Source: an optimization exercise on an open RTL-to-GDS flow (aim: small area and a short achievable clock period). Production flows keep margins and buffers that such runs may drop. Function was checked by simulation only, so behaviour that the tests miss may differ from the original.

==> design/flow/design.v <==
module pe (
    input                    clk,
    input                    load,
    input                    nload,
    input  signed [7:0]      a,
    input         [11:0]      b,
    output reg signed [16:0] acc
);
    wire p3;
    wire p6;
    wire p9;
    wire p12;
    wire p15;
    wire p18;
    wire p21;
    wire p24;
    wire p27;
    wire p30;
    wire p33;
    wire p36;
    wire p39;
    wire p42;
    wire p45;
    wire p48;
    wire p51;
    wire p54;
    wire p57;
    wire p60;
    wire p63;
    wire p66;
    wire p69;
    wire p72;
    wire p75;
    wire p78;
    wire p81;
    wire p84;
    wire p87;
    wire p90;
    wire p93;
    wire p96;
    wire p99;
    wire p102;
    wire p105;
    wire p108;
    wire s111;
    wire c112;
    wire s115;
    wire c116;
    wire s119;
    wire c120;
    wire s123;
    wire c124;
    wire s127;
    wire c128;
    wire s131;
    wire c132;
    wire s135;
    wire c136;
    wire s139;
    wire c140;
    wire s143;
    wire c144;
    wire s147;
    wire c148;
    wire s151;
    wire c152;
    wire s155;
    wire c156;
    wire s159;
    wire c160;
    wire s163;
    wire c164;
    wire s167;
    wire c168;
    wire s171;
    wire c172;
    wire s175;
    wire c176;
    wire s179;
    wire c180;
    wire s183;
    wire c184;
    wire s187;
    wire c188;
    wire s191;
    wire c192;
    wire s195;
    wire c196;
    wire s199;
    wire c200;
    wire s203;
    wire c204;
    wire s207;
    wire c208;
    wire s211;
    wire c212;
    wire s215;
    wire c216;
    wire s219;
    wire c220;
    wire s223;
    wire c224;
    wire s227;
    wire c228;
    wire s231;
    wire c232;
    wire s235;
    wire c236;
    wire s239;
    wire c240;
    wire s243;
    wire c244;
    wire s247;
    wire c248;
    wire s251;
    wire c252;
    reg q0_0;
    reg q0_1;
    reg q1_1;
    reg q0_2;
    reg q1_2;
    reg q0_3;
    reg q1_3;
    reg q0_4;
    reg q1_4;
    reg q0_5;
    reg q1_5;
    reg q0_6;
    reg q1_6;
    reg q0_7;
    reg q1_7;
    reg q0_8;
    reg q1_8;
    reg q0_9;
    reg q1_9;
    reg q0_10;
    reg q1_10;
    reg q0_11;
    reg q1_11;
    reg q0_12;
    reg q1_12;
    reg q0_13;
    reg q1_13;
    reg q0_14;
    assign p3 = (b[0] & a[0]) ^ b[8];
    assign p6 = ((b[0] & a[1]) | (b[4] & a[0])) ^ b[8];
    assign p9 = ((b[0] & a[2]) | (b[4] & a[1])) ^ b[8];
    assign p12 = ((b[0] & a[3]) | (b[4] & a[2])) ^ b[8];
    assign p15 = ((b[0] & a[4]) | (b[4] & a[3])) ^ b[8];
    assign p18 = ((b[0] & a[5]) | (b[4] & a[4])) ^ b[8];
    assign p21 = ((b[0] & a[6]) | (b[4] & a[5])) ^ b[8];
    assign p24 = ((b[0] & a[7]) | (b[4] & a[6])) ^ b[8];
    assign p27 = ~(((b[0] & a[7]) | (b[4] & a[7])) ^ b[8]);
    assign p30 = (b[1] & a[0]) ^ b[9];
    assign p33 = ((b[1] & a[1]) | (b[5] & a[0])) ^ b[9];
    assign p36 = ((b[1] & a[2]) | (b[5] & a[1])) ^ b[9];
    assign p39 = ((b[1] & a[3]) | (b[5] & a[2])) ^ b[9];
    assign p42 = ((b[1] & a[4]) | (b[5] & a[3])) ^ b[9];
    assign p45 = ((b[1] & a[5]) | (b[5] & a[4])) ^ b[9];
    assign p48 = ((b[1] & a[6]) | (b[5] & a[5])) ^ b[9];
    assign p51 = ((b[1] & a[7]) | (b[5] & a[6])) ^ b[9];
    assign p54 = ~(((b[1] & a[7]) | (b[5] & a[7])) ^ b[9]);
    assign p57 = (b[2] & a[0]) ^ b[10];
    assign p60 = ((b[2] & a[1]) | (b[6] & a[0])) ^ b[10];
    assign p63 = ((b[2] & a[2]) | (b[6] & a[1])) ^ b[10];
    assign p66 = ((b[2] & a[3]) | (b[6] & a[2])) ^ b[10];
    assign p69 = ((b[2] & a[4]) | (b[6] & a[3])) ^ b[10];
    assign p72 = ((b[2] & a[5]) | (b[6] & a[4])) ^ b[10];
    assign p75 = ((b[2] & a[6]) | (b[6] & a[5])) ^ b[10];
    assign p78 = ((b[2] & a[7]) | (b[6] & a[6])) ^ b[10];
    assign p81 = ~(((b[2] & a[7]) | (b[6] & a[7])) ^ b[10]);
    assign p84 = (b[3] & a[0]) ^ b[11];
    assign p87 = ((b[3] & a[1]) | (b[7] & a[0])) ^ b[11];
    assign p90 = ((b[3] & a[2]) | (b[7] & a[1])) ^ b[11];
    assign p93 = ((b[3] & a[3]) | (b[7] & a[2])) ^ b[11];
    assign p96 = ((b[3] & a[4]) | (b[7] & a[3])) ^ b[11];
    assign p99 = ((b[3] & a[5]) | (b[7] & a[4])) ^ b[11];
    assign p102 = ((b[3] & a[6]) | (b[7] & a[5])) ^ b[11];
    assign p105 = ((b[3] & a[7]) | (b[7] & a[6])) ^ b[11];
    assign p108 = ~(((b[3] & a[7]) | (b[7] & a[7])) ^ b[11]);
    assign s111 = p3 ^ b[8];
    assign c112 = p3 & b[8];
    assign s115 = b[11] ^ p21;
    assign c116 = b[11] & p21;
    assign s119 = p24 ^ p45;
    assign c120 = p24 & p45;
    assign s123 = p27 ^ p48;
    assign c124 = p27 & p48;
    assign s127 = b[10] ^ p15;
    assign c128 = b[10] & p15;
    assign s131 = p18 ^ p39;
    assign c132 = p18 & p39;
    assign s135 = p42 ^ p63 ^ p84;
    assign c136 = (p42 & p63) | (p42 & p84) | (p63 & p84);
    assign s139 = p66 ^ p87 ^ s119;
    assign c140 = (p66 & p87) | (p66 & s119) | (p87 & s119);
    assign s143 = p69 ^ p90 ^ s123;
    assign c144 = (p69 & p90) | (p69 & s123) | (p90 & s123);
    assign s147 = p51 ^ p72 ^ p93;
    assign c148 = (p51 & p72) | (p51 & p93) | (p72 & p93);
    assign s151 = p54 ^ p75;
    assign c152 = p54 & p75;
    assign s155 = b[9] ^ p9;
    assign c156 = b[9] & p9;
    assign s159 = p12 ^ p33;
    assign c160 = p12 & p33;
    assign s163 = p36 ^ p57 ^ s127;
    assign c164 = (p36 & p57) | (p36 & s127) | (p57 & s127);
    assign s167 = p60 ^ s131 ^ c128;
    assign c168 = (p60 & s131) | (p60 & c128) | (s131 & c128);
    assign s171 = s115 ^ c132 ^ s135;
    assign c172 = (s115 & c132) | (s115 & s135) | (c132 & s135);
    assign s175 = c116 ^ c136 ^ s139;
    assign c176 = (c116 & c136) | (c116 & s139) | (c136 & s139);
    assign s179 = c120 ^ s143 ^ c140;
    assign c180 = (c120 & s143) | (c120 & c140) | (s143 & c140);
    assign s183 = c124 ^ s147 ^ c144;
    assign c184 = (c124 & s147) | (c124 & c144) | (s147 & c144);
    assign s187 = p96 ^ s151 ^ c148;
    assign c188 = (p96 & s151) | (p96 & c148) | (s151 & c148);
    assign s191 = p78 ^ p99 ^ c152;
    assign c192 = (p78 & p99) | (p78 & c152) | (p99 & c152);
    assign s195 = p81 ^ p102;
    assign c196 = p81 & p102;
    assign s199 = acc[1] ^ (q0_1);
    assign c200 = acc[1] & (q0_1);
    assign s203 = acc[2] ^ (q0_2) ^ (q1_2);
    assign c204 = (acc[2] & (q0_2)) | (acc[2] & (q1_2)) | ((q0_2) & (q1_2));
    assign s207 = acc[3] ^ (q0_3) ^ (q1_3);
    assign c208 = (acc[3] & (q0_3)) | (acc[3] & (q1_3)) | ((q0_3) & (q1_3));
    assign s211 = acc[4] ^ (q0_4) ^ (q1_4);
    assign c212 = (acc[4] & (q0_4)) | (acc[4] & (q1_4)) | ((q0_4) & (q1_4));
    assign s215 = acc[5] ^ (q0_5) ^ (q1_5);
    assign c216 = (acc[5] & (q0_5)) | (acc[5] & (q1_5)) | ((q0_5) & (q1_5));
    assign s219 = acc[6] ^ (q0_6) ^ (q1_6);
    assign c220 = (acc[6] & (q0_6)) | (acc[6] & (q1_6)) | ((q0_6) & (q1_6));
    assign s223 = acc[7] ^ (q0_7) ^ (q1_7);
    assign c224 = (acc[7] & (q0_7)) | (acc[7] & (q1_7)) | ((q0_7) & (q1_7));
    assign s227 = acc[8] ^ (q0_8) ^ (q1_8);
    assign c228 = (acc[8] & (q0_8)) | (acc[8] & (q1_8)) | ((q0_8) & (q1_8));
    assign s231 = acc[9] ^ (q0_9) ^ (q1_9);
    assign c232 = (acc[9] & (q0_9)) | (acc[9] & (q1_9)) | ((q0_9) & (q1_9));
    assign s235 = acc[10] ^ (q0_10) ^ (q1_10);
    assign c236 = (acc[10] & (q0_10)) | (acc[10] & (q1_10)) | ((q0_10) & (q1_10));
    assign s239 = acc[11] ^ (q0_11) ^ (q1_11);
    assign c240 = (acc[11] & (q0_11)) | (acc[11] & (q1_11)) | ((q0_11) & (q1_11));
    assign s243 = acc[12] ^ (q0_12) ^ (q1_12);
    assign c244 = (acc[12] & (q0_12)) | (acc[12] & (q1_12)) | ((q0_12) & (q1_12));
    assign s247 = acc[13] ^ (q0_13) ^ (q1_13);
    assign c248 = (acc[13] & (q0_13)) | (acc[13] & (q1_13)) | ((q0_13) & (q1_13));
    assign s251 = acc[14] ^ (q0_14);
    assign c252 = acc[14] & (q0_14);
    always @(posedge clk) begin
        q0_0 <= s111;
        q0_1 <= p6;
        q1_1 <= c112;
        q0_2 <= p30;
        q1_2 <= s155;
        q0_3 <= s159;
        q1_3 <= c156;
        q0_4 <= s163;
        q1_4 <= c160;
        q0_5 <= s167;
        q1_5 <= c164;
        q0_6 <= s171;
        q1_6 <= c168;
        q0_7 <= s175;
        q1_7 <= c172;
        q0_8 <= s179;
        q1_8 <= c176;
        q0_9 <= s183;
        q1_9 <= c180;
        q0_10 <= s187;
        q1_10 <= c184;
        q0_11 <= s191;
        q1_11 <= c188;
        q0_12 <= s195;
        q1_12 <= c192;
        q0_13 <= p105;
        q1_13 <= c196;
        q0_14 <= p108;
    end
    wire [16:0] r0 = {acc[16], acc[15], s251, s247, s243, s239, s235, s231, s227, s223, s219, s215, s211, s207, s203, (q1_1), acc[0]};
    wire [16:0] r1 = {1'b0, c252, c248, c244, c240, c236, c232, c228, c224, c220, c216, c212, c208, c204, c200, s199, (q0_0)};
    wire [16:0] sum = r0 + r1;
    always @(posedge clk) begin
        acc[0] <= ~load & sum[0];
        acc[1] <= ~load & sum[1];
        acc[2] <= ~load & sum[2];
        acc[3] <= ~load & sum[3];
        acc[4] <= ~load & sum[4];
        acc[5] <= ~load & sum[5];
        acc[6] <= ~load & sum[6];
        acc[7] <= ~load & sum[7];
        acc[8] <= ~nload | sum[8];
        acc[9] <= ~load & sum[9];
        acc[10] <= ~load & sum[10];
        acc[11] <= ~load & sum[11];
        acc[12] <= ~load & sum[12];
        acc[13] <= ~load & sum[13];
        acc[14] <= ~load & sum[14];
        acc[15] <= ~load & sum[15];
        acc[16] <= ~nload | sum[16];
    end
endmodule
module matrix_mul_sa_pipe #(
    parameter DW = 8
)(
    input                    clk,
    input                    rst_n,
    input                    start,
    input  signed [DW-1:0]   x_1, x_2, x_3, y_1, y_2, y_3,
    output                   p11_v, p1221_v, p132231_v, p3223_v, p33_v,
    output signed [2*DW:0]   p_1_1, p_1_2, p_1_3, p_2_1, p_2_2, p_2_3, p_3_1, p_3_2, p_3_3
);
    reg [1:0] ph;
    reg       run;
    reg       v0, v1, v2;
    always @(posedge clk or negedge rst_n) begin
        if (!rst_n) begin
            ph  <= 2'd0;
            run <= 1'b0;
            v0  <= 1'b0;
            v1  <= 1'b0;
            v2  <= 1'b0;
        end else begin
            ph  <= ph + {1'b0, start};
            run <= run | (start & (ph == 2'd3));
            v0  <= start & run & (ph == 2'd0);
            v1  <= start & run & (ph == 2'd1);
            v2  <= start & run & (ph == 2'd2);
        end
    end
    assign p11_v     = v0;
    assign p1221_v   = v1;
    assign p132231_v = v2;
    assign p3223_v   = v2;
    assign p33_v     = v2;
    reg signed [DW-1:0] x1d1, x1d2, x1d3, x2d1, x2d2, x3d1;
    reg        [11:0] y1d1, y1d2, y1d3, y2d1, y2d2, y3d1;
    wire [11:0] ye1 = {y_1[7], y_1[5], y_1[3], y_1[1], ((y_1[7] ^ y_1[6]) & ~(y_1[6] ^ y_1[5])), ((y_1[5] ^ y_1[4]) & ~(y_1[4] ^ y_1[3])), ((y_1[3] ^ y_1[2]) & ~(y_1[2] ^ y_1[1])), (y_1[1] & ~y_1[0]), (y_1[6] ^ y_1[5]), (y_1[4] ^ y_1[3]), (y_1[2] ^ y_1[1]), y_1[0]};
    wire [11:0] ye2 = {y_2[7], y_2[5], y_2[3], y_2[1], ((y_2[7] ^ y_2[6]) & ~(y_2[6] ^ y_2[5])), ((y_2[5] ^ y_2[4]) & ~(y_2[4] ^ y_2[3])), ((y_2[3] ^ y_2[2]) & ~(y_2[2] ^ y_2[1])), (y_2[1] & ~y_2[0]), (y_2[6] ^ y_2[5]), (y_2[4] ^ y_2[3]), (y_2[2] ^ y_2[1]), y_2[0]};
    wire [11:0] ye3 = {y_3[7], y_3[5], y_3[3], y_3[1], ((y_3[7] ^ y_3[6]) & ~(y_3[6] ^ y_3[5])), ((y_3[5] ^ y_3[4]) & ~(y_3[4] ^ y_3[3])), ((y_3[3] ^ y_3[2]) & ~(y_3[2] ^ y_3[1])), (y_3[1] & ~y_3[0]), (y_3[6] ^ y_3[5]), (y_3[4] ^ y_3[3]), (y_3[2] ^ y_3[1]), y_3[0]};
    always @(posedge clk) begin
        x1d1 <= x_1; x1d2 <= x1d1; x1d3 <= x1d2;
        x2d1 <= x_2; x2d2 <= x2d1;
        x3d1 <= x_3;
        y1d1 <= ye1; y1d2 <= y1d1; y1d3 <= y1d2;
        y2d1 <= ye2; y2d2 <= y2d1;
        y3d1 <= ye3;
    end
    wire [1:0] ph_nx = ph + {1'b0, start};
    reg ld1, ld2, ld3, nld1, nld2, nld3;
    always @(posedge clk) begin
        ld1  <= (ph_nx == 2'd1);
        ld2  <= (ph_nx == 2'd2);
        ld3  <= (ph_nx == 2'd3);
        nld1 <= (ph_nx != 2'd1);
        nld2 <= (ph_nx != 2'd2);
        nld3 <= (ph_nx != 2'd3);
    end
    pe pe_11 (.clk(clk), .load(ld1), .nload(nld1), .a(x1d1), .b(y1d1), .acc(p_1_1));
    pe pe_12 (.clk(clk), .load(ld2), .nload(nld2), .a(x1d2), .b(y2d1), .acc(p_1_2));
    pe pe_13 (.clk(clk), .load(ld3), .nload(nld3), .a(x1d3), .b(y3d1), .acc(p_1_3));
    pe pe_21 (.clk(clk), .load(ld2), .nload(nld2), .a(x2d1), .b(y1d2), .acc(p_2_1));
    pe pe_22 (.clk(clk), .load(ld3), .nload(nld3), .a(x2d2), .b(y2d2), .acc(p_2_2));
    pe pe_23 (.clk(clk), .load(ld3), .nload(nld3), .a(x2d2), .b(y3d1), .acc(p_2_3));
    pe pe_31 (.clk(clk), .load(ld3), .nload(nld3), .a(x3d1), .b(y1d3), .acc(p_3_1));
    pe pe_32 (.clk(clk), .load(ld3), .nload(nld3), .a(x3d1), .b(y2d2), .acc(p_3_2));
    pe pe_33 (.clk(clk), .load(ld3), .nload(nld3), .a(x3d1), .b(y3d1), .acc(p_3_3));
endmodule
==> design/flow/flow/run.sh <==
#!/bin/bash
# Layout flow: the standard synthesis, then the synthesized netlist is
# replaced by the gate-level netlist that flow/gen.py builds for the same RTL
# (same registers, names and cell types, taken from the standard synthesis),
# then the standard flow from floorplan to finish. Port buffers use
# buf_2; clock tree synthesis uses clkbuf_8 sink buffers, small clusters and
# no dummy loads. Falls back to the standard flow if the netlist cannot be
# built.
set -u
R=orfs/results/sky130hd/matrix_mul_sa_pipe/base
export BUFFER_PORTS_ARGS="-buffer_cell sky130_fd_sc_hd__buf_2"
export CTS_ARGS="-sink_clustering_enable -repair_clock_nets -sink_clustering_size 16 -sink_clustering_max_diameter 55 -buf_list sky130_fd_sc_hd__clkbuf_16 -dont_use_dummy_load -sink_clustering_buffer sky130_fd_sc_hd__clkbuf_8"
if bash standard.sh synth > synth.log 2>&1 \
   && cp $R/1_2_yosys.v std_synth.v \
   && python3 flow/gen.py net std_synth.v gen_netlist.v > gen.log 2>&1; then
    cp gen_netlist.v $R/1_2_yosys.v
    rm -f $R/1_synth.odb $R/1_synth.sdc
    echo "using generated netlist" > flow_choice.log
else
    echo "generated netlist failed; standard flow" > flow_choice.log
fi
bash standard.sh > layout.log 2>&1
==> design/flow/flow/gen.py <==
#!/usr/bin/env python3
"""Generator for the 3x3 streaming matrix multiplier.

  python3 gen.py rtl OUTDIR            write OUTDIR/pe.v and OUTDIR/matrix_mul_sa_pipe.v
  python3 gen.py net STD.v OUT.v       write a gate-level sky130hd netlist of the same
                                       design to OUT.v, taking register instance names
                                       and cell types from the standard synthesis STD.v

The RTL and the netlist come from one description, so they match at every
register: the netlist only chooses cells and signal polarities.

Each PE(i,j) is a two-stage multiply-accumulate unit. Stage 1 forms the
Baugh-Wooley partial products of a*b and reduces them with a Dadda tree of
full/half adders to T1 rows, which are registered (some bits inverted).
Stage 2 adds those rows to base = load ? 3K : acc, with K the Baugh-Wooley
constant, so three products after a load acc holds their exact sum.
"""
import re
import sys

W = 17                      # accumulator width
T1 = 2                      # rows left after stage 1
PREFIX = "hc"                # carry-propagate adder: "ks" Kogge-Stone, "sk" Sklansky,
                             # "hc" Han-Carlson
MULT = "booth"              # "bw" Baugh-Wooley array, "booth" radix-4 Booth on b
if MULT == "bw":
    K = (1 << 16) + (1 << 15) + (1 << 8)          # a*b = tree + K (mod 2^17)
else:
    K = -((1 << 8) + (1 << 10) + (1 << 12) + (1 << 14))
K3 = (3 * K) % (1 << W)
BW = 12 if MULT == "booth" else 8                 # width of a stored b operand

# rough delays (ns) used only to order adder inputs
D_FA, D_HA, D_INV, D_G = 0.42, 0.25, 0.05, 0.12


# ----------------------------------------------------------------------------
# logical signals carry an RTL expression name and, in the netlist, a literal
# (net, pol): the net holds the value when pol == 0 and its complement when 1.
class Sig:
    def __init__(self, rtl, net, pol, t):
        self.rtl, self.net, self.pol, self.t = rtl, net, pol, t


class Builder:
    def __init__(self, prefix):
        self.prefix = prefix
        self.rtl = []          # RTL assigns
        self.rtl_wires = []
        self.cells = []        # (type, {pin: net})
        self.nets = []
        self.n = 0
        self.invs = {}

    def wire(self, kind):
        self.n += 1
        return f"{kind}{self.n}"

    def net(self):
        self.n += 1
        name = f"{self.prefix}n{self.n}"
        self.nets.append(name)
        return name

    def cell(self, typ, **pins):
        self.cells.append((typ, pins))

    def lit(self, s, pol):
        """net carrying s's value xor pol"""
        if s.pol == pol:
            return s.net
        if s.net not in self.invs:
            y = self.net()
            self.cell("inv_1", A=s.net, Y=y)
            self.invs[s.net] = y
        return self.invs[s.net]

    def rtl_assign(self, expr, kind="w"):
        name = self.wire(kind)
        self.rtl_wires.append(name)
        self.rtl.append(f"    assign {name} = {expr};")
        return name

    # --- adders on logical signals
    def fa(self, x, y, z):
        pols = [x.pol, y.pol, z.pol]
        p = 1 if sum(pols) >= 2 else 0
        t = max(s.t + (D_INV if s.pol != p else 0) for s in (x, y, z))
        a, b, c = (self.lit(s, p) for s in (x, y, z))
        so, co = self.net(), self.net()
        self.cell("fa_1", A=a, B=b, CIN=c, SUM=so, COUT=co)
        rs = self.rtl_assign(f"{x.rtl} ^ {y.rtl} ^ {z.rtl}", "s")
        rc = self.rtl_assign(f"({x.rtl} & {y.rtl}) | ({x.rtl} & {z.rtl}) | ({y.rtl} & {z.rtl})", "c")
        return Sig(rs, so, p, t + D_FA), Sig(rc, co, p, t + D_FA)

    def ha(self, x, y):
        t = max(x.t, y.t)
        so, co = self.net(), self.net()
        if x.pol == 0 and y.pol == 0:
            self.cell("ha_1", A=x.net, B=y.net, SUM=so, COUT=co)
            t += D_HA
        elif x.pol == 1 and y.pol == 1:
            self.cell("xnor2_1", A=x.net, B=y.net, Y=so)       # ~(~x ^ ~y) = ~(x ^ y)
            self.cell("or2_1", A=x.net, B=y.net, X=co)         # ~x | ~y = ~(x & y)
            t += D_G + 0.05
            rs = self.rtl_assign(f"{x.rtl} ^ {y.rtl}", "s")
            rc = self.rtl_assign(f"{x.rtl} & {y.rtl}", "c")
            return Sig(rs, so, 1, t), Sig(rc, co, 1, t)
        else:
            if x.pol == 1:
                x, y = y, x                                     # x true, y inverted
            self.cell("xnor2_1", A=x.net, B=y.net, Y=so)       # ~(x ^ ~y) = x ^ y
            self.cell("nor2b_1", A=y.net, B_N=x.net, Y=co)     # ~(~y) & x = x & y
            t += D_G + 0.05
        rs = self.rtl_assign(f"{x.rtl} ^ {y.rtl}", "s")
        rc = self.rtl_assign(f"{x.rtl} & {y.rtl}", "c")
        return Sig(rs, so, 0, t), Sig(rc, co, 0, t)

    def reduce(self, cols, final):
        """Dadda reduction of columns of Sig to at most `final` bits each."""
        ncol = len(cols)
        d = [2]
        while d[-1] < max(len(x) for x in cols):
            d.append(d[-1] * 3 // 2)
        targets = [t for t in reversed(d[:-1]) if t >= final]
        for target in targets:
            new_cols = [[] for _ in range(ncol)]
            carries = [[] for _ in range(ncol + 1)]
            for c in range(ncol):
                bits = sorted(cols[c], key=lambda s: s.t)
                h = len(bits) + len(carries[c])
                out = []
                while h > target:
                    if h - target >= 2 and len(bits) >= 3:
                        # earliest bit plus the two next best matching its polarity
                        first = bits[0]
                        rest = bits[1:]
                        rest.sort(key=lambda s: (s.t + (D_INV if s.pol != first.pol else 0)))
                        grp = [first] + rest[:2]
                        for g in grp:
                            bits.remove(g)
                        s, cy = self.fa(*grp)
                        h -= 2
                    elif len(bits) >= 2:
                        s, cy = self.ha(bits.pop(0), bits.pop(0))
                        h -= 1
                    else:
                        break
                    out.append(s)
                    if c + 1 < ncol:
                        carries[c + 1].append(cy)
                new_cols[c] = bits + out + carries[c]
            cols = new_cols
        return cols


# ----------------------------------------------------------------------------
def build_pe(prefix, a_nets, b_nets, ld_net, nld_net, acc_nets, regnames):
    """Build one PE. Returns (builder, rtl_regs, q_info, acc_d_nets).

    a_nets/b_nets: nets of operand bits (true polarity); acc_nets: Q nets of
    the accumulator flip-flops; regnames: callable giving register nets."""
    B = Builder(prefix)
    cols = [[] for _ in range(W)]
    if MULT == "bw":
        # stage 1: partial products, all carried inverted
        for i in range(8):
            for j in range(8):
                y = B.net()
                if (i == 7) != (j == 7):
                    B.cell("and2_1", A=a_nets[i], B=b_nets[j], X=y)
                    r = B.rtl_assign(f"~(a[{i}] & b[{j}])", "p")
                else:
                    B.cell("nand2_1", A=a_nets[i], B=b_nets[j], Y=y)
                    r = B.rtl_assign(f"a[{i}] & b[{j}]", "p")
                cols[i + j].append(Sig(r, y, 1, D_G))
    else:
        # radix-4 Booth: b arrives encoded as one[k] = b[k], two[k] = b[4+k],
        # neg[k] = b[8+k]; row k = (sel ^ neg) with sel = one & a[j] | two & a[j-1],
        # its top bit inverted (sign extension folded into K), plus neg at 2k
        for k in range(4):
            one, two, neg = b_nets[k], b_nets[4 + k], b_nets[8 + k]
            ro, rt, rn = f"b[{k}]", f"b[{4 + k}]", f"b[{8 + k}]"
            for j in range(9):
                ns = B.net()
                aj = a_nets[min(j, 7)]
                raj = f"a[{min(j, 7)}]"
                if j == 0:
                    B.cell("nand2_1", A=one, B=aj, Y=ns)
                    rsel = f"({ro} & {raj})"
                else:
                    am = a_nets[j - 1]
                    B.cell("a22oi_1", A1=one, A2=aj, B1=two, B2=am, Y=ns)
                    rsel = f"(({ro} & {raj}) | ({rt} & a[{j - 1}]))"
                y = B.net()
                if j < 8:
                    # x = sel ^ neg = ~(nsel ^ neg)
                    B.cell("xnor2_1", A=ns, B=neg, Y=y)
                    r = B.rtl_assign(f"{rsel} ^ {rn}", "p")
                else:
                    # the top bit enters inverted: ~x = nsel ^ neg
                    B.cell("xor2_1", A=ns, B=neg, X=y)
                    r = B.rtl_assign(f"~({rsel} ^ {rn})", "p")
                cols[2 * k + j].append(Sig(r, y, 0, D_G + 0.2))
            cols[2 * k].append(Sig(rn, neg, 0, 0.0))
        # column 0 holds x[0][0] and neg[0]; add them here so that no stage-1
        # register is a plain copy of an operand bit
        s0, c0 = B.ha(cols[0][0], cols[0][1])
        cols[0] = [s0]
        cols[1].append(c0)
    cols = B.reduce(cols, T1)
    # registered rows: register q{k}_{c} holds the row bit, inverted when its
    # literal is inverted (so the flip-flop needs no inverter)
    qregs = []       # (regname, rtl expr for D, d_net, pol)
    qsigs = [[] for _ in range(W)]
    for c in range(W):
        assert len(cols[c]) <= T1
        for k, s in enumerate(cols[c]):
            name = f"q{k}_{c}"
            expr = f"~{s.rtl}" if s.pol else s.rtl
            qnet = regnames(name)
            qregs.append((name, expr, s.net))
            qsigs[c].append(Sig(f"({'~' if s.pol else ''}{name})", qnet, s.pol, 0.0))
    # stage 2: base, nand2/nor2 give base inverted
    cols2 = [[] for _ in range(W)]
    for c in range(W):
        cols2[c].append(Sig(f"acc[{c}]", acc_nets[c], 0, 0.0))
        cols2[c].extend(qsigs[c])
    cols2 = B.reduce(cols2, 2)
    # carry-propagate adder: Sklansky prefix with polarity tracking
    g, p, h = [], [], []
    for c in range(W):
        bits = cols2[c]
        if len(bits) == 2:
            u, v = bits
            # generate g = u & v, propagate p = u | v (prefix), half sum h = u ^ v
            gn, pn, hn = B.net(), B.net(), B.net()
            if u.pol == 0 and v.pol == 0:
                B.cell("nand2_1", A=u.net, B=v.net, Y=gn)
                gs = Sig(None, gn, 1, 0)
                B.cell("nor2_1", A=u.net, B=v.net, Y=pn)
                ps = Sig(None, pn, 1, 0)
                B.cell("xor2_1", A=u.net, B=v.net, X=hn)
                hs = Sig(None, hn, 0, 0)
            elif u.pol == 1 and v.pol == 1:
                B.cell("nor2_1", A=u.net, B=v.net, Y=gn)
                gs = Sig(None, gn, 0, 0)
                B.cell("nand2_1", A=u.net, B=v.net, Y=pn)
                ps = Sig(None, pn, 0, 0)
                B.cell("xor2_1", A=u.net, B=v.net, X=hn)
                hs = Sig(None, hn, 0, 0)
            else:
                if u.pol == 1:
                    u, v = v, u
                B.cell("nor2b_1", A=v.net, B_N=u.net, Y=gn)
                gs = Sig(None, gn, 0, 0)
                B.cell("nand2b_1", A_N=u.net, B=v.net, Y=pn)
                ps = Sig(None, pn, 0, 0)
                B.cell("xnor2_1", A=u.net, B=v.net, Y=hn)
                hs = Sig(None, hn, 0, 0)
            g.append(gs)
            p.append(ps)
            h.append(hs)
        elif len(bits) == 1:
            g.append(None)
            p.append(bits[0])
            h.append(bits[0])
        else:
            g.append(None)
            p.append(None)
            h.append(None)
    # rtl for stage 2 result rows
    r0 = [cols2[c][0].rtl if len(cols2[c]) > 0 else "1'b0" for c in range(W)]
    r1 = [cols2[c][1].rtl if len(cols2[c]) > 1 else "1'b0" for c in range(W)]

    def combine(hi, lo):
        """(G,P) of hi range combined with lower range lo; None means 0 for G."""
        Gh, Ph = hi
        Gl, Pl = lo
        if Gl is None:
            G = Gh
        elif Ph is None:
            G = Gh
        elif Gh is None:
            # G = Ph & Gl
            G = and_sig(B, Ph, Gl)
        else:
            G = aoi_sig(B, Gh, Ph, Gl)
        if Ph is None or Pl is None:
            P = None
        else:
            P = and_sig(B, Ph, Pl)
        return (G, P)

    # prefix over bits 0..W-2 (carries into bits 1..W-1)
    n = W - 1
    node = [(g[i], p[i]) for i in range(n)]
    lvl = 1
    while lvl < n:
        new = list(node)
        for i in range(n):
            if PREFIX == "sk" and (i // lvl) % 2 == 1:
                new[i] = combine(node[i], node[(i // lvl) * lvl - 1])
            elif PREFIX == "ks" and i >= lvl:
                new[i] = combine(node[i], node[i - lvl])
            elif PREFIX == "hc" and i % 2 == 1 and i >= lvl:
                new[i] = combine(node[i], node[i - lvl])
        node = new
        lvl *= 2
    if PREFIX == "hc":
        # Han-Carlson: odd bits went through Kogge-Stone; even bits take one more level
        for i in range(2, n, 2):
            node[i] = combine(node[i], node[i - 1])
    carry = [None] + [node[i][0] for i in range(n)]
    # acc D = clr ? K3 : sum; ns = ~sum bit, then nor2(clr, ns) = ~clr & sum
    # or nand2(nclr, ns) = clr | sum
    acc_d = []
    for c in range(W):
        hs, cs = h[c], carry[c]
        if hs is None and cs is None:
            raise RuntimeError("constant sum bit")
        if cs is None:
            ns = B.lit(hs, 1)
        elif hs is None:
            ns = B.lit(cs, 1)
        else:
            ns = B.net()
            if hs.pol == cs.pol:
                B.cell("xnor2_1", A=hs.net, B=cs.net, Y=ns)
            else:
                B.cell("xor2_1", A=hs.net, B=cs.net, X=ns)
        y = B.net()
        if (K3 >> c) & 1:
            B.cell("nand2_1", A=nld_net, B=ns, Y=y)
        else:
            B.cell("nor2_1", A=ld_net, B=ns, Y=y)
        acc_d.append(y)
    return B, qregs, r0, r1, acc_d


def and_sig(B, x, y):
    """x & y with polarity tracking."""
    o = B.net()
    if x.pol == 0 and y.pol == 0:
        B.cell("nand2_1", A=x.net, B=y.net, Y=o)
        return Sig(None, o, 1, 0)
    if x.pol == 1 and y.pol == 1:
        B.cell("nor2_1", A=x.net, B=y.net, Y=o)
        return Sig(None, o, 0, 0)
    if x.pol == 1:
        x, y = y, x
    # x true, y inverted: x & ~ny
    B.cell("nor2b_1", A=y.net, B_N=x.net, Y=o)
    return Sig(None, o, 0, 0)


def aoi_sig(B, gh, ph, gl):
    """gh | (ph & gl) with polarity tracking."""
    o = B.net()
    pols = [gh.pol, ph.pol, gl.pol]
    pol = 1 if sum(pols) >= 2 else 0
    a1, a2, b1 = B.lit(ph, pol), B.lit(gl, pol), B.lit(gh, pol)
    if pol == 0:
        B.cell("a21oi_1", A1=a1, A2=a2, B1=b1, Y=o)
        return Sig(None, o, 1, 0)
    # inputs inverted: ~G = ngh & (nph | ngl) -> G = o21ai
    B.cell("o21ai_1", A1=a1, A2=a2, B1=b1, Y=o)
    return Sig(None, o, 0, 0)


# ----------------------------------------------------------------------------
PES = [  # name, a operand reg, b operand reg, load strobe pair
    ("pe_11", "x1d1", "y1d1", "1"),
    ("pe_12", "x1d2", "y2d1", "2"),
    ("pe_13", "x1d3", "y3d1", "3"),
    ("pe_21", "x2d1", "y1d2", "2"),
    ("pe_22", "x2d2", "y2d2", "3"),
    ("pe_23", "x2d2", "y3d1", "3"),
    ("pe_31", "x3d1", "y1d3", "3"),
    ("pe_32", "x3d1", "y2d2", "3"),
    ("pe_33", "x3d1", "y3d1", "3"),
]
# load strobe pairs: (ld register, nld register, phase of ph_nx, nld reset kind)
STROBES = {
    "1": ("ld1", "nld1", 1, None),
    "2": ("ld2", "nld2", 2, None),
    "3": ("ld3", "nld3", 3, None),
}
OPREGS = [("x1d1", "x_1"), ("x1d2", "x1d1"), ("x1d3", "x1d2"),
          ("x2d1", "x_2"), ("x2d2", "x2d1"), ("x3d1", "x_3"),
          ("y1d1", "y_1"), ("y1d2", "y1d1"), ("y1d3", "y1d2"),
          ("y2d1", "y_2"), ("y2d2", "y2d1"), ("y3d1", "y_3")]


def pe_template():
    """Build the PE once with placeholder nets to get its RTL."""
    a = [f"a[{i}]" for i in range(8)]
    b = [f"b[{i}]" for i in range(BW)]
    acc = [f"acc[{i}]" for i in range(W)]
    return build_pe("t_", a, b, "load", "nload", acc, lambda q: q)


def write_rtl(outdir):
    B, qregs, r0, r1, _ = pe_template()
    o = []
    o.append("// Generated by gen/gen.py (see gen/README.md): two-stage signed 8x8")
    o.append("// multiply-accumulate unit. Stage 1 reduces the " + ("Baugh-Wooley" if MULT == "bw" else "radix-4 Booth") + " partial products")
    o.append(f"// of a*b with a Dadda tree to {T1} rows and registers them (bits marked ~ are")
    o.append("// stored inverted). Stage 2 adds the rows to acc, or sets acc to 3K when load")
    o.append("// (nload = ~load) is high, where K is the constant left out of stage 1, so")
    o.append("// three products after a load acc holds their exact sum (mod 2^17).")
    o.append("module pe (")
    o.append("    input                    clk,")
    o.append("    input                    load,")
    o.append("    input                    nload,")
    o.append("    input  signed [7:0]      a,")
    o.append(f"    input         [{BW - 1}:0]      b,")
    o.append("    output reg signed [16:0] acc")
    o.append(");")
    for w in B.rtl_wires:
        o.append(f"    wire {w};")
    for name, _, _ in qregs:
        o.append(f"    reg {name};")
    o.extend(B.rtl)
    o.append("    always @(posedge clk) begin")
    for name, expr, _ in qregs:
        o.append(f"        {name} <= {expr};")
    o.append("    end")
    o.append("    wire [16:0] r0 = {" + ", ".join(reversed(r0)) + "};")
    o.append("    wire [16:0] r1 = {" + ", ".join(reversed(r1)) + "};")
    o.append("    wire [16:0] sum = r0 + r1;")
    o.append("    always @(posedge clk) begin")
    for c in range(W):
        if (K3 >> c) & 1:
            o.append(f"        acc[{c}] <= ~nload | sum[{c}];")
        else:
            o.append(f"        acc[{c}] <= ~load & sum[{c}];")
    o.append("    end")
    o.append("endmodule")
    open(f"{outdir}/pe.v", "w").write("\n".join(o) + "\n")
    open(f"{outdir}/matrix_mul_sa_pipe.v", "w").write(top_rtl())


def booth_enc_exprs(y):
    """RTL expressions of the 12 stored Booth bits of port y: one[0..3],
    two[0..3], neg[0..3]."""
    one, two, nneg = [], [], []
    for k in range(4):
        if k == 0:
            one.append(f"{y}[0]")
            two.append(f"({y}[1] & ~{y}[0])")
        else:
            one.append(f"({y}[{2 * k}] ^ {y}[{2 * k - 1}])")
            two.append(f"(({y}[{2 * k + 1}] ^ {y}[{2 * k}]) & ~({y}[{2 * k}] ^ {y}[{2 * k - 1}]))")
        nneg.append(f"{y}[{2 * k + 1}]")
    return one + two + nneg


def top_rtl():
    t = TOP_RTL.replace("@BW1@", str(BW - 1))
    if MULT == "booth":
        enc = ["    // y operands are stored radix-4 Booth encoded: bits 3:0 one, 7:4 two,",
               "    // 11:8 sign of each digit"]
        for i in (1, 2, 3):
            ex = booth_enc_exprs(f"y_{i}")
            enc.append(f"    wire [11:0] ye{i} = {{" + ", ".join(reversed(ex)) + "};")
        t = t.replace("@YENC@", "\n".join(enc) + "\n")
        for i in (1, 2, 3):
            t = t.replace(f"@Y{i}@", f"ye{i}")
    else:
        t = t.replace("@YENC@", "")
        for i in (1, 2, 3):
            t = t.replace(f"@Y{i}@", f"y_{i}")
    return t


TOP_RTL = """// 3x3 matrix multiplier on a skewed stream, one matrix pair every 4 cycles.
module matrix_mul_sa_pipe #(
    parameter DW = 8
)(
    input                    clk,
    input                    rst_n,
    input                    start,
    input  signed [DW-1:0]   x_1, x_2, x_3, y_1, y_2, y_3,
    output                   p11_v, p1221_v, p132231_v, p3223_v, p33_v,
    output signed [2*DW:0]   p_1_1, p_1_2, p_1_3, p_2_1, p_2_2, p_2_3, p_3_1, p_3_2, p_3_3
);
    // window phase: ph = cycle mod 4 once start is high; run set from cycle 4;
    // results of window n are valid in cycles 4n+5, 4n+6, 4n+7
    reg [1:0] ph;
    reg       run;
    reg       v0, v1, v2;
    always @(posedge clk or negedge rst_n) begin
        if (!rst_n) begin
            ph  <= 2'd0;
            run <= 1'b0;
            v0  <= 1'b0;
            v1  <= 1'b0;
            v2  <= 1'b0;
        end else begin
            ph  <= ph + {1'b0, start};
            run <= run | (start & (ph == 2'd3));
            v0  <= start & run & (ph == 2'd0);
            v1  <= start & run & (ph == 2'd1);
            v2  <= start & run & (ph == 2'd2);
        end
    end
    assign p11_v     = v0;
    assign p1221_v   = v1;
    assign p132231_v = v2;
    assign p3223_v   = v2;
    assign p33_v     = v2;

    // operand delay lines (no reset: only values from the current stream are used)
    reg signed [DW-1:0] x1d1, x1d2, x1d3, x2d1, x2d2, x3d1;
    reg        [@BW1@:0] y1d1, y1d2, y1d3, y2d1, y2d2, y3d1;
@YENC@    always @(posedge clk) begin
        x1d1 <= x_1; x1d2 <= x1d1; x1d3 <= x1d2;
        x2d1 <= x_2; x2d2 <= x2d1;
        x3d1 <= x_3;
        y1d1 <= @Y1@; y1d2 <= y1d1; y1d3 <= y1d2;
        y2d1 <= @Y2@; y2d2 <= y2d1;
        y3d1 <= @Y3@;
    end

    // PE(i,j) accumulates in phases max(i,j) + 1 .. max(i,j) + 3; in phase
    // max(i,j), after its result was shown, it is set to its start value. The
    // load strobes (and their complements) are registered from the next phase.
    wire [1:0] ph_nx = ph + {1'b0, start};
    reg ld1, ld2, ld3, nld1, nld2, nld3;
    always @(posedge clk) begin
        ld1  <= (ph_nx == 2'd1);
        ld2  <= (ph_nx == 2'd2);
        ld3  <= (ph_nx == 2'd3);
        nld1 <= (ph_nx != 2'd1);
        nld2 <= (ph_nx != 2'd2);
        nld3 <= (ph_nx != 2'd3);
    end

    pe pe_11 (.clk(clk), .load(ld1), .nload(nld1), .a(x1d1), .b(y1d1), .acc(p_1_1));
    pe pe_12 (.clk(clk), .load(ld2), .nload(nld2), .a(x1d2), .b(y2d1), .acc(p_1_2));
    pe pe_13 (.clk(clk), .load(ld3), .nload(nld3), .a(x1d3), .b(y3d1), .acc(p_1_3));
    pe pe_21 (.clk(clk), .load(ld2), .nload(nld2), .a(x2d1), .b(y1d2), .acc(p_2_1));
    pe pe_22 (.clk(clk), .load(ld3), .nload(nld3), .a(x2d2), .b(y2d2), .acc(p_2_2));
    pe pe_23 (.clk(clk), .load(ld3), .nload(nld3), .a(x2d2), .b(y3d1), .acc(p_2_3));
    pe pe_31 (.clk(clk), .load(ld3), .nload(nld3), .a(x3d1), .b(y1d3), .acc(p_3_1));
    pe pe_32 (.clk(clk), .load(ld3), .nload(nld3), .a(x3d1), .b(y2d2), .acc(p_3_2));
    pe pe_33 (.clk(clk), .load(ld3), .nload(nld3), .a(x3d1), .b(y3d1), .acc(p_3_3));
endmodule
"""


# ----------------------------------------------------------------------------
PORT_NETS = {"p11_v", "p1221_v", "p132231_v", "p3223_v", "p33_v"}


def esc(name):
    return "\\" + name + " "


def write_net(std_path, out_path):
    # registers of the standard synthesis: base name -> (instance name, cell)
    std = {}
    for m in re.finditer(r"(sky130_fd_sc_hd__d\w+)\s+\\(\S+)\s*\(", open(std_path).read()):
        cell, inst = m.group(1), m.group(2)
        base = inst.split("$")[0]
        std[base] = (inst, cell)
    cells = []       # (type, inst, pins)
    nets = set()
    regs_used = {}

    def reg(base, d, q, reset=None):
        if base not in std:
            raise RuntimeError(f"register {base} not in standard synthesis")
        inst, cell = std[base]
        if reset is True:
            reset = "r"
        want = {None: "dfxtp", "r": "dfrtp", "s": "dfstp"}[reset]
        if not cell.startswith(f"sky130_fd_sc_hd__{want}"):
            raise RuntimeError(f"register {base} is {cell}, expected {want}")
        pins = {"CLK": "clk", "D": d, "Q": q}
        if reset == "r":
            pins["RESET_B"] = "rst_n"
        elif reset == "s":
            pins["SET_B"] = "rst_n"
        cells.append((cell[len("sky130_fd_sc_hd__"):], esc(inst), pins))
        regs_used[base] = True

    cnt = [0]

    def gate(typ, **pins):
        cnt[0] += 1
        cells.append((typ, f"_g{cnt[0]}_", pins))

    def net(name):
        nets.add(name)
        return name

    # operand registers
    opq = {}
    for r, src in OPREGS:
        opq[r] = [net(f"{r}_q{i}") for i in range(BW if r[0] == "y" else 8)]
    enc = {}
    if MULT == "booth":
        for yi in ("y_1", "y_2", "y_3"):
            e = [net(f"{yi}_e{i}") for i in range(12)]
            b = [f"{yi}[{i}]" for i in range(8)]
            for k in range(4):
                e[8 + k] = b[2 * k + 1]          # sign bits are stored as they come
                if k == 0:
                    e[0] = b[0]
                    gate("nor2b_1", A=b[0], B_N=b[1], Y=e[4])
                else:
                    x = net(f"{yi}_x{k}")
                    gate("xor2_1", A=b[2 * k], B=b[2 * k - 1], X=e[k])
                    gate("xnor2_1", A=b[2 * k + 1], B=b[2 * k], Y=x)
                    gate("nor2_1", A=e[k], B=x, Y=e[4 + k])
            enc[yi] = e
    for r, src in OPREGS:
        for i in range(len(opq[r])):
            if src in enc:
                d = enc[src][i]
            elif src.startswith(("x_", "y_")):
                d = f"{src}[{i}]"
            else:
                d = opq[src][i]
            reg(f"{r}[{i}]", d, opq[r][i])
    # control
    ph = [net("ph_q0"), net("ph_q1")]
    run, v0, v1 = net("run_q"), "p11_v", "p1221_v"
    v2 = "p132231_v"
    phd = [net("ph_d0"), net("ph_d1")]
    t0 = net("ph_t")
    gate("xor2_1", A="ph_q0", B="start", X=phd[0])
    gate("and2_1", A="ph_q0", B="start", X=t0)
    gate("xor2_1", A="ph_q1", B=t0, X=phd[1])
    reg("ph[0]", phd[0], ph[0], True)
    reg("ph[1]", phd[1], ph[1], True)
    rund = net("run_d")
    gate("a31o_1", A1="start", A2=ph[0], A3=ph[1], B1=run, X=rund)
    reg("run", rund, run, True)
    for v, vd, g in ((v0, "v0_d", None), (v1, "v1_d", None), (v2, "v2_d", None)):
        net(vd)
    gate("and4bb_1", A_N=ph[0], B_N=ph[1], C="start", D=run, X="v0_d")
    gate("and4b_1", A_N=ph[1], B=ph[0], C="start", D=run, X="v1_d")
    gate("and4b_1", A_N=ph[0], B=ph[1], C="start", D=run, X="v2_d")
    reg("v0", "v0_d", v0, True)
    reg("v1", "v1_d", v1, True)
    reg("v2", "v2_d", v2, True)
    gate("buf_1", A=v2, X="p3223_v")
    gate("buf_1", A=v2, X="p33_v")
    # ph_nx == 2, 3, 0 and complements
    for n_ in ("eq1", "ne1", "eq2", "ne2", "eq3", "ne3"):
        net(n_)
    gate("nor2b_1", A=phd[1], B_N=phd[0], Y="eq1")         # ph_nx == 1
    gate("nand2b_1", A_N=phd[1], B=phd[0], Y="ne1")
    gate("nor2b_1", A=phd[0], B_N=phd[1], Y="eq2")         # ph_nx == 2
    gate("nand2b_1", A_N=phd[0], B=phd[1], Y="ne2")
    gate("and2_1", A=phd[0], B=phd[1], X="eq3")            # ph_nx == 3
    gate("nand2_1", A=phd[0], B=phd[1], Y="ne3")
    ld, nld = {}, {}
    for key, (lr, nr, ph_, nk) in STROBES.items():
        ld[key] = net(f"{lr}_q")
        nld[key] = net(f"{nr}_q")
        if lr not in regs_used:
            reg(lr, f"eq{ph_}", ld[key])
        reg(nr, f"ne{ph_}", nld[key], nk)
    # PEs
    outname = {"pe_11": "p_1_1", "pe_12": "p_1_2", "pe_13": "p_1_3",
               "pe_21": "p_2_1", "pe_22": "p_2_2", "pe_23": "p_2_3",
               "pe_31": "p_3_1", "pe_32": "p_3_2", "pe_33": "p_3_3"}
    for name, ra, rb, grp in PES:
        acc = [f"{outname[name]}[{c}]" for c in range(W)]
        qnets = {}

        def regnames(q, name=name, qnets=qnets):
            qnets[q] = net(f"{name}_{q}")
            return qnets[q]
        B, qregs, _, _, acc_d = build_pe(f"{name}_", opq[ra], opq[rb], ld[grp], nld[grp], acc, regnames)
        for n_ in B.nets:
            nets.add(n_)
        for typ, pins in B.cells:
            cnt[0] += 1
            cells.append((typ, f"_g{cnt[0]}_", pins))
        for q, expr, dnet in qregs:
            reg(f"{name}.{q}", dnet, qnets[q])
        for c in range(W):
            reg(f"{name}.acc[{c}]", acc_d[c], acc[c])
    # drop gates whose outputs drive nothing (registers always stay)
    outs = ("X", "Y", "SUM", "COUT")
    while True:
        used = set()
        for typ, inst, pins in cells:
            for k, v in pins.items():
                if k not in outs and k != "Q":
                    used.add(v)
        keep = []
        for cell in cells:
            typ, inst, pins = cell
            o_ = [v for k, v in pins.items() if k in outs]
            if o_ and not typ.startswith("d") and not any(v in used or v in PORT_NETS or v.startswith("p_") for v in o_):
                continue
            keep.append(cell)
        if len(keep) == len(cells):
            break
        cells[:] = keep
    # size flip-flops by fanout (the drive strength may differ from synthesis)
    fo = {}
    for typ, inst, pins in cells:
        for k, v in pins.items():
            if k not in ("X", "Y", "Q", "SUM", "COUT"):
                fo[v] = fo.get(v, 0) + 1
    for idx, (typ, inst, pins) in enumerate(cells):
        if typ.startswith(("dfxtp", "dfrtp", "dfstp")):
            n_ = fo.get(pins["Q"], 0)
            if n_ > 20:
                cells[idx] = (typ[:5] + "_4", inst, pins)
            elif n_ > 10:
                cells[idx] = (typ[:5] + "_2", inst, pins)
    missing = set(std) - set(regs_used)
    if missing:
        raise RuntimeError(f"standard registers not built: {sorted(missing)[:5]}")
    # write
    o = []
    ports = ["clk", "rst_n", "start", "x_1", "x_2", "x_3", "y_1", "y_2", "y_3",
             "p11_v", "p1221_v", "p132231_v", "p3223_v", "p33_v"] + \
            [f"p_{i}_{j}" for i in (1, 2, 3) for j in (1, 2, 3)]
    o.append("module matrix_mul_sa_pipe(" + ", ".join(ports) + ");")
    for p_ in ("clk", "rst_n", "start"):
        o.append(f"  input {p_};")
    for p_ in ("x_1", "x_2", "x_3", "y_1", "y_2", "y_3"):
        o.append(f"  input [7:0] {p_};")
    for p_ in ("p11_v", "p1221_v", "p132231_v", "p3223_v", "p33_v"):
        o.append(f"  output {p_};")
    for i in (1, 2, 3):
        for j in (1, 2, 3):
            o.append(f"  output [16:0] p_{i}_{j};")
    for n_ in sorted(nets):
        o.append(f"  wire {n_};")
    for typ, inst, pins in cells:
        conns = ", ".join(f".{k}({v})" for k, v in pins.items())
        o.append(f"  sky130_fd_sc_hd__{typ} {inst}({conns});")
    o.append("endmodule")
    open(out_path, "w").write("\n".join(o) + "\n")
    from collections import Counter
    cc = Counter(t for t, _, _ in cells)
    sys.stderr.write("cells: " + ", ".join(f"{k} {v}" for k, v in sorted(cc.items())) + "\n")


if __name__ == "__main__":
    if sys.argv[1] == "rtl":
        write_rtl(sys.argv[2])
    elif sys.argv[1] == "net":
        write_net(sys.argv[2], sys.argv[3])
==> design/flow/standard.sh <==
#!/bin/bash
# synth_recipe.tcl (not shown) runs the flow's synth.tcl, then flattens the netlist and writes it again
# the make line also repeats each setting of config.mk as NAME=value (left out here)
make -C /OpenROAD-flow-scripts/flow DESIGN_CONFIG=/design/flow/config.mk WORK_HOME=/design/flow/orfs CLKGATE_MAP_FILE= SYNTH_SCRIPT=/design/flow/synth_recipe.tcl "${@:-finish}"
==> design/flow/config.mk <==
export PLATFORM = sky130hd
export DESIGN_NAME = matrix_mul_sa_pipe
export DESIGN_NICKNAME = matrix_mul_sa_pipe
export VERILOG_FILES = /design/flow/design.v
export SDC_FILE = /design/flow/constraint.sdc
export NUM_CORES = 4
export LEC_CHECK = 0
export CAP_MARGIN = 20
export CORE_MARGIN = 2
export CORE_UTILIZATION = 40
export CTS_BUF_LIST = sky130_fd_sc_hd__clkbuf_16
export CTS_CLUSTER_DIAMETER = 80
export CTS_CLUSTER_SIZE = 25
export SETUP_SLACK_MARGIN = 3.2
export SLEW_MARGIN = 20
export TNS_END_PERCENT = 100
==> design/flow/constraint.sdc <==
create_clock -name core_clock -period 5.5 [get_ports {clk}]
set_input_delay 1.1000 -clock core_clock [delete_from_list [all_inputs] [get_ports {clk}]]
set_output_delay 1.1000 -clock core_clock [all_outputs]
set_load 0.01 [all_outputs]
==> results of run 1 <==
## metal layers
| layer | global-route usage | vias to the layer above | routed length [µm] |
|---|---|---|---|
| met3 | 0.0361 | 130 | 4080 |
| met1 | 0.258 | 9976 | 32100 |
| met5 | 0 | - | 41 |
| met4 | 0.0622 | 6 | 2070 |
| met2 | 0.326 | 533 | 34900 |
| li1 | - | 9818 | - |
## placed cells by master, fill, tap and decap left out, types with 5 or more instances in the layout
cell         n
a21oi_1     55
xnor2_1    387
o21ai_2     24
buf_2      203
buf_4       10
nor2_1     357
fa_1       215
nand2_1    252
dfxtp_2     79
xor2_1     245
clkbuf_8    45
ha_1       108
dfxtp_4     33
dfrtp_1      6
o21ai_1    163
a22oi_1    288
inv_1       45
buf_6        7
dfxtp_1    419
clkbuf_16    6
a21oi_2     43
nor2b_1      5
nor2_2      21
## area by class of cell
type | count | area share
inverters | 45 | 0.00529
flip-flops and latches | 537 | 0.344
multi-input cells | 2176 | 0.551
well taps | 940 | 0.0368
diodes | 1 | 0.0000783
repair buffers | 224 | 0.0387
clock buffers | 50 | 0.0233
## sequential cells by signal, summed over array words and instances, names as in the netlist, 12 cells and up
name       flops
pe_33.acc     17
y1d2          12
y3d1          12
y2d1          12
y2d2          12
y1d3          12
pe_11.acc     17
pe_12.acc     17
pe_13.acc     17
y1d1          12
pe_21.acc     17
pe_32.acc     17
pe_23.acc     17
pe_31.acc     17
pe_22.acc     17
## worst max-delay path by stage
stage / from / cells after the start / to
2_1_floorplan: x3d1[7] / 5 / pe_32.q0_8
3_5_place_dp: y2d1[0] / 5 / pe_12.q0_8
4_1_cts: y2d1[4] / 5 / pe_12.q0_8
3_3_place_gp: y2d1[0] / 5 / pe_12.q0_8
5_1_grt: pe_21.acc[3] / 9 / pe_21.acc[15]
6_report: pe_21.acc[9] / 1 / p_2_1[9]
## repair_timing
action / 4_1_cts / 5_1_grt
pin swaps: 0 / 7
hold endpoints to repair: 0 / 0
resized for setup: 27 / 136
setup endpoints to repair: 38 / 104
setup buffers: 3 / 12
hold buffers: 0 / 0
==> reports/metrics.csv, run 1 <==
stage,metric,value,unit
routing,drtPass1Iterations,5,
timing,fin_ws,3.26,ns
clocking,cts_num_sinks,537,
placed_design,place.port_buffers,208,
synthesis,postSynthNetCount,3135,
worst_setup_path,cp.arrival,1.14,ns
worst_setup_path,r2r-end,pe_31.q0_8,
placed_design,postPlaceCellArea,30600,µm²
timing,relSlewSlack,0.534,
worst_setup_path,cp-start-kind,flop,
timing,rsz0062_at_grt,yes,
run,cap_violations,0,
floorplan,core-area,70100,µm²
clocking,cts_buffers,50,
routing,vias_per_cell,5.15,
synthesis,avgSynthCellArea,10.3,µm²
floorplan,start_util,0.404,
timing,drv_slew,0,
final_layout,multiInputGateArea,17600,µm²
timing,hold_ws,0.372,ns
timing,max_freq,446,MHz
routing,drt_iter0_markers,1314,
worst_setup_path,path_cells,buf_2,
clocking,clockRootBuffer,clkbuf_16,
final_layout,post-route-util,0.456,
worst_setup_path,rr_startpoint,x3d1[7],
global_route,grt_start_max_net_pins,61,
worst_hold_path,min_path_type,primary input to async pin,
worst_setup_path,worstPathRequired,4.40,ns
floorplan,row_count,97,
floorplan,die_y,270,µm
placed_design,place_inst,3907,
timing,setup_viol,0,
final_layout,area_growth_syn_to_layout,12.6,%
synthesis,synthesis.area,28400,µm²
global_route,overflow,0,
routing,wire_per_inst,18.4,µm
timing,worst_pin_slew,0.699,ns
routing,post-route-drc-count,0,
clocking,clockBufferDepth,3,
global_route,groute.usage.overall,0.196,
clocking,cts_tree,done,
final_layout,drive_above_1_share,0.158,
synthesis,synth_cells,2760,
global_route,grt_antenna_before_repair,4,
routing,finalWirelength,73.1,mm
placed_design,dp_worst_setup_slack,3.08,ns
final_layout,final_cells,3973,
worst_setup_path,cp_top_family,flip-flops,
final_layout,regArea,11000,µm²
placed_design,place.gp.congestion,0.899,
final_layout,nFillCells,6649,
worst_setup_path,crit_type,flop to output pin,
worst_setup_path,end_kind,output pin,
worst_setup_path,critPathMaxStageDelay,0.42,ns
placed_design,dp.final_hpwl,53.2,mm
timing,hold_violations,0,
timing,min_period,2.24,ns
worst_setup_path,rr_worst_depth,5,
timing,fin_crit_sh,0.408,
floorplan,die_area,73100,µm²
routing,drtAntennaViolNets,0,
synthesis,yosys_warnings,2,
worst_setup_path,slowest_stage,dfxtp_1,
worst_setup_path,path_buf_inv,1,
run_status,outcome,"complete, no violations",
worst_setup_path,r2r_slack,3.26,ns
clocking,clock_latency,0.59,ns
timing,fin_tns_setup,0,ns
final_layout,design_area,32000,µm²
routing,vias,20463,
final_layout,fin_nets,3409,
timing,fin_skew,0.0536,ns
global_route,grt_pass1_wl,115,mm
worst_setup_path,path_max_fanout,2,
floorplan,die_w,270,µm
global_route,grt_pass1_vias,20913,
clocking,h-tree-depth,2,
clocking,path_clk_slew,0.07,ns
floorplan,num_io_pins,209,
==> run 2, diff against run 1 <==
--- a/design/flow/config.mk
+++ b/design/flow/config.mk
@@ -12,5 +12,5 @@
 export CTS_CLUSTER_DIAMETER = 80
 export CTS_CLUSTER_SIZE = 25
-export SETUP_SLACK_MARGIN = 3.2
+export SETUP_SLACK_MARGIN = 3.28
 export SLEW_MARGIN = 20
 export TNS_END_PERCENT = 100
==> reports/metrics.csv, run 2 <==
stage,metric,value,unit,change
run_status,outcome,"complete, no violations",,
timing,fin_tns_setup,0,ns,unchanged
final_layout,final_common_cell,xnor2_1,,
routing,routed-wl-met3,3.98,mm,-2.5%
clocking,clockBufferDepth,3,,unchanged
clocking,path_clk_slew,0.10,ns,+0.03 ns
routing,drtAntennaViolNets,0,,unchanged
global_route,grt_start_max_net_pins,61,,unchanged
timing,fin_crit_sh,0.411,,+0.00277
synthesis,postSynthNetCount,3135,,unchanged
worst_setup_path,path_buf_inv,1,,unchanged
routing,drt_iter0_markers,1159,,-12%
worst_setup_path,cp.arrival,2.70,ns,+1.56 ns
synthesis,synth_cells,2760,,unchanged
global_route,overflow,0,,unchanged
final_layout,nFillCells,6551,,-1.5%
global_route,grt_pass1_vias,21125,,+1.0%
final_layout,fin_nets,3442,,+0.97%
timing,max_freq,443,MHz,-0.67%
worst_setup_path,end_kind,flop,,
floorplan,die_area,73100,µm²,unchanged
clocking,h-tree-depth,2,,unchanged
routing,finalWirelength,74.8,mm,+2.3%
routing,wire_per_inst,18.7,µm,+1.5%
final_layout,area_growth_syn_to_layout,17.3,%,
clocking,clock_latency,0.59,ns,about the same
synthesis,avgSynthCellArea,10.3,µm²,unchanged
worst_setup_path,r2r-end,pe_33.q0_7,,
worst_setup_path,rr_startpoint,x3d1[7],,
clocking,cts_num_sinks,537,,unchanged
run,cap_violations,0,,unchanged
timing,rsz0062_at_grt,yes,,
placed_design,place.gp.congestion,0.899,,unchanged
synthesis,yosys_warnings,2,,unchanged
placed_design,postPlaceCellArea,30600,µm²,unchanged
worst_setup_path,crit_type,flop to flop,,
routing,drtPass1Iterations,5,,unchanged
timing,hold_violations,0,,unchanged
floorplan,die_w,270,µm,unchanged
worst_setup_path,worstPathRequired,5.94,ns,+1.54 ns
placed_design,place.port_buffers,208,,unchanged
final_layout,drive_above_1_share,0.249,,+0.0910
final_layout,design_area,33300,µm²,+4.2%
worst_setup_path,r2r_slack,3.24,ns,-0.02 ns
global_route,grt_antenna_before_repair,4,,unchanged
synthesis,synthesis.area,28400,µm²,unchanged
routing,vias_per_cell,5.17,,+0.39%
worst_setup_path,cp-start-kind,flop,,
worst_setup_path,critPathMaxStageDelay,0.51,ns,+0.09 ns
final_layout,mostFrequentLayoutCells,"386 x xnor2_1, 310 x dfxtp_1, 298 x nor2_1",,
floorplan,core-area,70100,µm²,unchanged
routing,vias,20714,,+1.2%
global_route,groute.usage.overall,0.200,,+0.00388
routing,top_layer,met5,,
worst_setup_path,slowest_stage,fa_1,,
timing,drv_slew,0,,unchanged
clocking,cts_buffers,50,,unchanged
clocking,cts_tree,done,,
floorplan,die_y,270,µm,unchanged
timing,worst_pin_slew,0.701,ns,+0.00144 ns
timing,fin_skew,0.0532,ns,-0.000431 ns
routing,drt-met1-wl,32.5,mm,+1.5%
worst_setup_path,cp_top_family,adder cells,,
floorplan,start_util,0.404,,unchanged
timing,min_period,2.26,ns,+0.0152 ns
global_route,grt_pass1_wl,117,mm,+1.5%
worst_setup_path,path_common_cell,fa_1,,
clocking,clockRootBuffer,clkbuf_16,,
worst_hold_path,min_path_type,primary input to async pin,,
worst_setup_path,path_max_fanout,5,,+3
floorplan,row_count,97,,unchanged
timing,relSlewSlack,0.533,,-0.000958
routing,post-route-drc-count,0,,unchanged
timing,setup_viol,0,,unchanged
routing,wl_met2,35.8,mm,+2.8%
worst_setup_path,rr_worst_depth,6,,+1
clocking,cts_hold_buf,0,,unchanged
placed_design,dp.final_hpwl,53.2,mm,unchanged
worst_setup_path,path_cells,buf_4 > a22oi_2 > xnor2_1 > ha_1 > fa_1 > fa_1,,
floorplan,num_io_pins,209,,unchanged
run 2: cell types whose count changed in the layout (fill, tap and decap cells not counted), sizes merged:
| cell | before | now |
|---|---|---|
| clkbuf | 53 | 51 |
| buf | 221 | 256 |
run 2: timing repair:
item	CTS	global route
setup buffers	17	31
gates resized for setup	230	308
endpoints found under the setup margin	189	167
pin swaps	2	54
run 2: metrics by stage:
step / utilization / worst slack, ns / hold slack, ns / std cells
after floorplan: - / 3.34 / 0.358 / 2760
after global placement: 0.436 / 3.11 / 0.396 / 3907
after detailed placement: 0.436 / 3.08 / 0.380 / 3907
after CTS: 0.457 / 3.24 / 0.333 / 3974
after global routing: 0.474 / 3.18 / 0.345 / 4005
final: 0.474 / 3.24 / 0.369 / 4006
run 2: worst max path at each step:
stage / from / endpoint / slack, ns / cells past startpoint
finish: x3d1[7] / pe_33.q0_7 / 3.24 / 6
global route: pe_33.acc[9] / pe_33.acc[11] / 3.18 / 9
CTS: x3d1[7] / pe_32.q0_7 / 3.24 / 6
detailed placement: y2d1[0] / pe_12.q0_8 / 3.08 / 5
global placement: y2d1[0] / pe_12.q0_8 / 3.11 / 5
floorplan: x3d1[7] / pe_32.q0_8 / 3.34 / 5
run 2: metal layers:
layer,global-route usage,vias to the layer above
met1,0.262,10107
met2,0.332,548
met4,0.0662,6
met3,0.0370,154
met5,0,-
li1,-,9899
run 2: cell type report:
cell class	instances	area (µm²)	area share
antenna	1	2.50	0.0000752
inverter	45	169	0.00508
tap	940	1180	0.0353
sequential	537	11200	0.338
clock buffer	50	744	0.0224
timing repair buffer	257	1800	0.0541
multi-input combinational	2176	18100	0.545
run 2: worst reg2reg max path, delay by kind of cell, from the launching register on:
kind	cells	cell delay (ns)
flip-flops	1	0.37
buffers and inverters	1	0.19
adder cells (fa/ha/maj)	3	1.20
XOR/XNOR	1	0.15
AO/OA/AOI/OAI	1	0.20

## afterwards: timing with drivers on the ports
No port has a modelled driver above. Below, the same layouts with a new extraction and two added sets of constraints.
Step 1 assumes that a clkbuf_16 drives the clock port and a buf_2 every other input.
Step 2 also shifts input and output timing later by t, the mid clock arrival at the registers, as if the neighbouring blocks saw the same clock.
Three values: ideal, step 1, step 2; two values: the first two.
run	shift t [ns]	setup WS [ns]	worst setup path at the end	cell pins on the clock port's net
run 1	0.617	3.257 / 3.198 / 3.264	register to register	1
run 2	0.619	3.242 / 3.242 / 3.242	register to register	1
After both steps setup and hold are still met in every run listed.
